Background: an optimization exercise with open tools, aiming at small area. Do not read the settings as production practice.
In this exercise RTL edits were held to simulation tests only and were not proved equivalent to the original.
Power and IR drop assume default switching activity.

== job 1854 ==
Design three_phase_shape, start of the top module:
module three_phase_shape(
    clk, rst, omega, phaseA, phaseB, phaseC, phaseAx, phaseBx, phaseCx, pwmA, pwmB, pwmC, countA, countB, countC);
Size: about 1100 cells after synthesis.
==> flow/config.mk <==
export PLATFORM = sky130hd
export DESIGN_NAME = three_phase_shape
export DESIGN_NICKNAME = three_phase_shape
export VERILOG_FILES = /design/flow/design.v
export SDC_FILE = /design/flow/constraint.sdc
export NUM_CORES = 4
export LEC_CHECK = 0
export CAP_MARGIN = 20
export CORE_MARGIN = 2
export CORE_UTILIZATION = 40
export CTS_BUF_LIST = sky130_fd_sc_hd__clkbuf_4
export CTS_CLUSTER_DIAMETER = 60
export CTS_CLUSTER_SIZE = 10
export SLEW_MARGIN = 20
==> flow/constraint.sdc <==
create_clock -name core_clock -period 10.0 [get_ports {clk}]
set_input_delay 2.0000 -clock core_clock [delete_from_list [all_inputs] [get_ports {clk}]]
set_output_delay 2.0000 -clock core_clock [all_outputs]
set_load 0.01 [all_outputs]
standard.sh (not shown) runs the stock make flow with config.mk's settings and CLKGATE_MAP_FILE= SYNTH_SCRIPT=/design/flow/synth_recipe.tcl, a recipe that flattens the netlist after the stock synthesis.
==> flow/flow/run.sh <==
#!/bin/bash
# Standard synthesis, then the combinational logic between the registers
# (and the adder cells) re-mapped by ABC for area, then the standard layout
# with the smallest buffer on the ports.  Registers, adder cells and their
# names are kept as the standard synthesis made them.
set -euo pipefail
export BUFFER_PORTS_ARGS="-buffer_cell sky130_fd_sc_hd__buf_1"
bash standard.sh synth > synth.log 2>&1

R=orfs/results/${FLOW_PLATFORM}/three_phase_shape/base
LIB=$FLOW_HOME/platforms/sky130hd/lib/sky130_fd_sc_hd__tt_025C_1v80.lib
YOSYS=$FLOW_HOME/../tools/install/yosys/bin/yosys
[[ -x $YOSYS ]] || YOSYS=yosys
DU=$(sed -n '/DONT_USE_CELLS/,/^$/p' $FLOW_HOME/platforms/sky130hd/config.mk | grep -o "sky130_fd_sc_hd__[a-z0-9_]*" | sed 's/^/-dont_use /' | tr '\n' ' ')
cp $R/1_2_yosys.v std_synth.v
cat > reopt.ys <<EOS
read_liberty -ignore_miss_func $LIB
blackbox sky130_fd_sc_hd__dfxtp_1 sky130_fd_sc_hd__fa_1 sky130_fd_sc_hd__ha_1 sky130_fd_sc_hd__conb_1
read_verilog std_synth.v
hierarchy -top $FLOW_TOP
flatten
opt_clean -purge
abc -liberty $LIB $DU -script +strash;&get,-n;&dch,-f;&nf,-R,1000;&put;
opt_clean -purge
insbuf -buf sky130_fd_sc_hd__buf_1 A X
hilomap -singleton -hicell sky130_fd_sc_hd__conb_1 HI -locell sky130_fd_sc_hd__conb_1 LO
opt_clean -purge
tee -o reopt_stat.txt stat -liberty $LIB $FLOW_TOP
write_verilog -noattr -noexpr -nohex -nodec -selected reopt.v
EOS
$YOSYS -s reopt.ys > reopt.log 2>&1
cp reopt.v $R/1_2_yosys.v
rm -f $R/1_synth.odb $R/1_synth.sdc
bash standard.sh > layout.log 2>&1
--- input diff job 1854..job 9186 ---
Settings: ABC_AREA now 1, previously not set.
==> flow/flow/run.sh <==
#!/bin/bash
# Standard layout, but with the smallest buffer on the ports.
set -euo pipefail
export BUFFER_PORTS_ARGS="-buffer_cell sky130_fd_sc_hd__buf_1"
bash standard.sh synth > synth.log 2>&1
bash standard.sh > layout.log 2>&1
==> run notes <==
~same clock-pin slew on the worst setup and hold paths in job 9186 and job 1854. The run with more routed wire is job 9186, not job 1854. Comparing job 9186 and job 1854, the lower total number of tap cells was measured on job 1854. Global-route usage: job 9186 vs job 1854, no meaningful difference. Measured against each other, job 9186 and job 1854 differ in mean instance size in the synthesized netlist, the lower figure coming from job 9186. Die area was higher in job 9186 than in job 1854. Delta (job 9186 minus job 1854): clock period minus final worst setup slack climbed 140 ps; final design instance area without fill +2.4%; total power now smaller; final worst slack moved down; logic gate share of total power now larger.
Inputs modified between job 9186 and job 4007:
Settings: ABC_AREA removed (was 1).
[summary]
Sort job 4007 and job 9186 by initial antenna violation count desc -> top: job 4007
Cell area after technology mapping delta for job 4007 relative to job 9186: 2.1% lower
Relative to job 9186, area of all placed cells without fillers decreased by about 1.2% in job 4007.
Against job 9186, non-clock buffer count in job 4007 rose by more than 10%.
Wire length per cell after detailed routing in job 4007 vs job 9186: up 8.2%
Via count: job 4007 and job 9186 compared, higher one is job 9186
Diff job 4007..job 9186 | area of all sequential standard cells | unchanged
Worst setup slack after layout: job 4007 vs job 9186 up 140 ps
Ratio of routed vias to standard cells (job 4007 over job 9186): increase, 0.15
Relative to job 4007, the following input files were edited for job 3391:
Settings: CTS_CLUSTER_SIZE changed from 10 to 8; CTS_BUF_LIST changed from sky130_fd_sc_hd__clkbuf_4 to sky130_fd_sc_hd__clkbuf_2 sky130_fd_sc_hd__clkbuf_4.
--- a/flow/flow/run.sh
+++ b/flow/flow/run.sh
@@ -2 +2,4 @@
-# Standard layout, but with the smallest buffer on the ports.
+# Standard synthesis, then the combinational logic between the registers
+# (and the adder cells) re-mapped by ABC for area, then the standard layout
+# with the smallest buffer on the ports.  Registers, adder cells and their
+# names are kept as the standard synthesis made them.
@@ -5,0 +9,25 @@
+
+R=orfs/results/${FLOW_PLATFORM}/three_phase_shape/base
+LIB=$FLOW_HOME/platforms/sky130hd/lib/sky130_fd_sc_hd__tt_025C_1v80.lib
+YOSYS=$FLOW_HOME/../tools/install/yosys/bin/yosys
+[[ -x $YOSYS ]] || YOSYS=yosys
+DU=$(sed -n '/DONT_USE_CELLS/,/^$/p' $FLOW_HOME/platforms/sky130hd/config.mk | grep -o "sky130_fd_sc_hd__[a-z0-9_]*" | sed 's/^/-dont_use /' | tr '\n' ' ')
+cp $R/1_2_yosys.v std_synth.v
+cat > reopt.ys <<EOS
+read_liberty -ignore_miss_func $LIB
+blackbox sky130_fd_sc_hd__dfxtp_1 sky130_fd_sc_hd__fa_1 sky130_fd_sc_hd__ha_1 sky130_fd_sc_hd__conb_1
+read_verilog std_synth.v
+hierarchy -top $FLOW_TOP
+flatten
+opt_clean -purge
+abc -liberty $LIB $DU -script +strash;&get,-n;&dch,-f;&nf,-R,1000;&put;
+opt_clean -purge
+insbuf -buf sky130_fd_sc_hd__buf_1 A X
+hilomap -singleton -hicell sky130_fd_sc_hd__conb_1 HI -locell sky130_fd_sc_hd__conb_1 LO
+opt_clean -purge
+tee -o reopt_stat.txt stat -liberty $LIB $FLOW_TOP
+write_verilog -noattr -noexpr -nohex -nodec -selected reopt.v
+EOS
+$YOSYS -s reopt.ys > reopt.log 2>&1
+cp reopt.v $R/1_2_yosys.v
+rm -f $R/1_synth.odb $R/1_synth.sdc
==> run notes <==
- Of job 4007 and job 3391, the run reporting the higher area added between synthesis and finish was job 3391.
- As of job 3391, cell count had fallen slightly compared to job 4007.
- The final critical delay including setup and external delays number comes out higher for job 3391 vs job 4007.
- Note that the area of the die recorded for job 4007 amounts to 1.05 times the value seen in job 3391.
- Job 3391 against job 4007: wire length of the first global-routing pass moved down, aggregate routed wire length moved down, power consumption moved up, aggregate global-route resource usage moved up, design area moved down.
- Job 3391 ended with less share of total power consumed by net switching than job 4007.
- Summary — synthesized netlist cell count, job 3391 relative to job 4007: lower, by 56.
#### Input delta (job 3045 over job 3391)
Settings: CTS_BUF_LIST changed from sky130_fd_sc_hd__clkbuf_2 sky130_fd_sc_hd__clkbuf_4 to sky130_fd_sc_hd__clkbuf_4; CTS_CLUSTER_SIZE changed from 8 to 10.
==> flow/run.sh (new file) <==
#!/bin/bash
# synth_recipe.tcl (not shown) runs the flow's synth.tcl, then flattens the netlist and writes it again
# the make line also repeats each setting of config.mk as NAME=value (left out here)
make -C /OpenROAD-flow-scripts/flow DESIGN_CONFIG=/design/flow/config.mk WORK_HOME=/design/flow/orfs CLKGATE_MAP_FILE= SYNTH_SCRIPT=/design/flow/synth_recipe.tcl finish
removed: flow/flow/run.sh
removed: flow/standard.sh
[summary]
- Job 3045 completed end to end with timing, DRC and antenna clean.
- Flip-flop and latch share of the layout cell area for job 3045: 1.6 points down relative to job 3391
- Against job 3391 as the reference, job 3045 delivers a higher number of instances in the synthesized netlist.
- Going from job 3391 to job 3045, final cell count rose 10, cell area rose 4.4%, filler cell count in the final layout rose 5.8%, via count rose 1.0%.
- Job 3045 vs job 3391 — clock network area share dropped 1.0 points.

==> afterwards: timing with drivers on the ports <==
In the flow no input, the clock included, has a driving cell. The finished layouts below were timed again as built, in two steps. Step 1: set_driving_cell puts a clkbuf_16 on clk and a buf_2 on each other input, an assumption about the parent block. Step 2, shift: input delay + t, output delay - t, t = (earliest + latest rising clock arrival at the registers) / 2. This alone moves slack from input paths to output paths. Slacks: no drivers / after step 1 / after step 2; pairs: no drivers / after step 1.
run	t, ns	setup slack, ns	worst setup path after step 2
job 1854	0.708	0.763 / 0.754 / 0.047	input to register
job 9186	0.695	0.626 / 0.635 / -0.060	input to register
job 4007	0.697	0.768 / 0.744 / 0.047	input to register
job 3391	0.659	0.697 / 0.691 / 0.031	input to register
job 3045	0.699	0.397 / 0.390 / -0.309	input to register
Met with ideal ports but missed after step 2: setup timing in job 9186 and job 3045. The setup slack of job 4007, which loses most, moves by -0.024 ns with the drivers and by -0.721 ns with both steps.
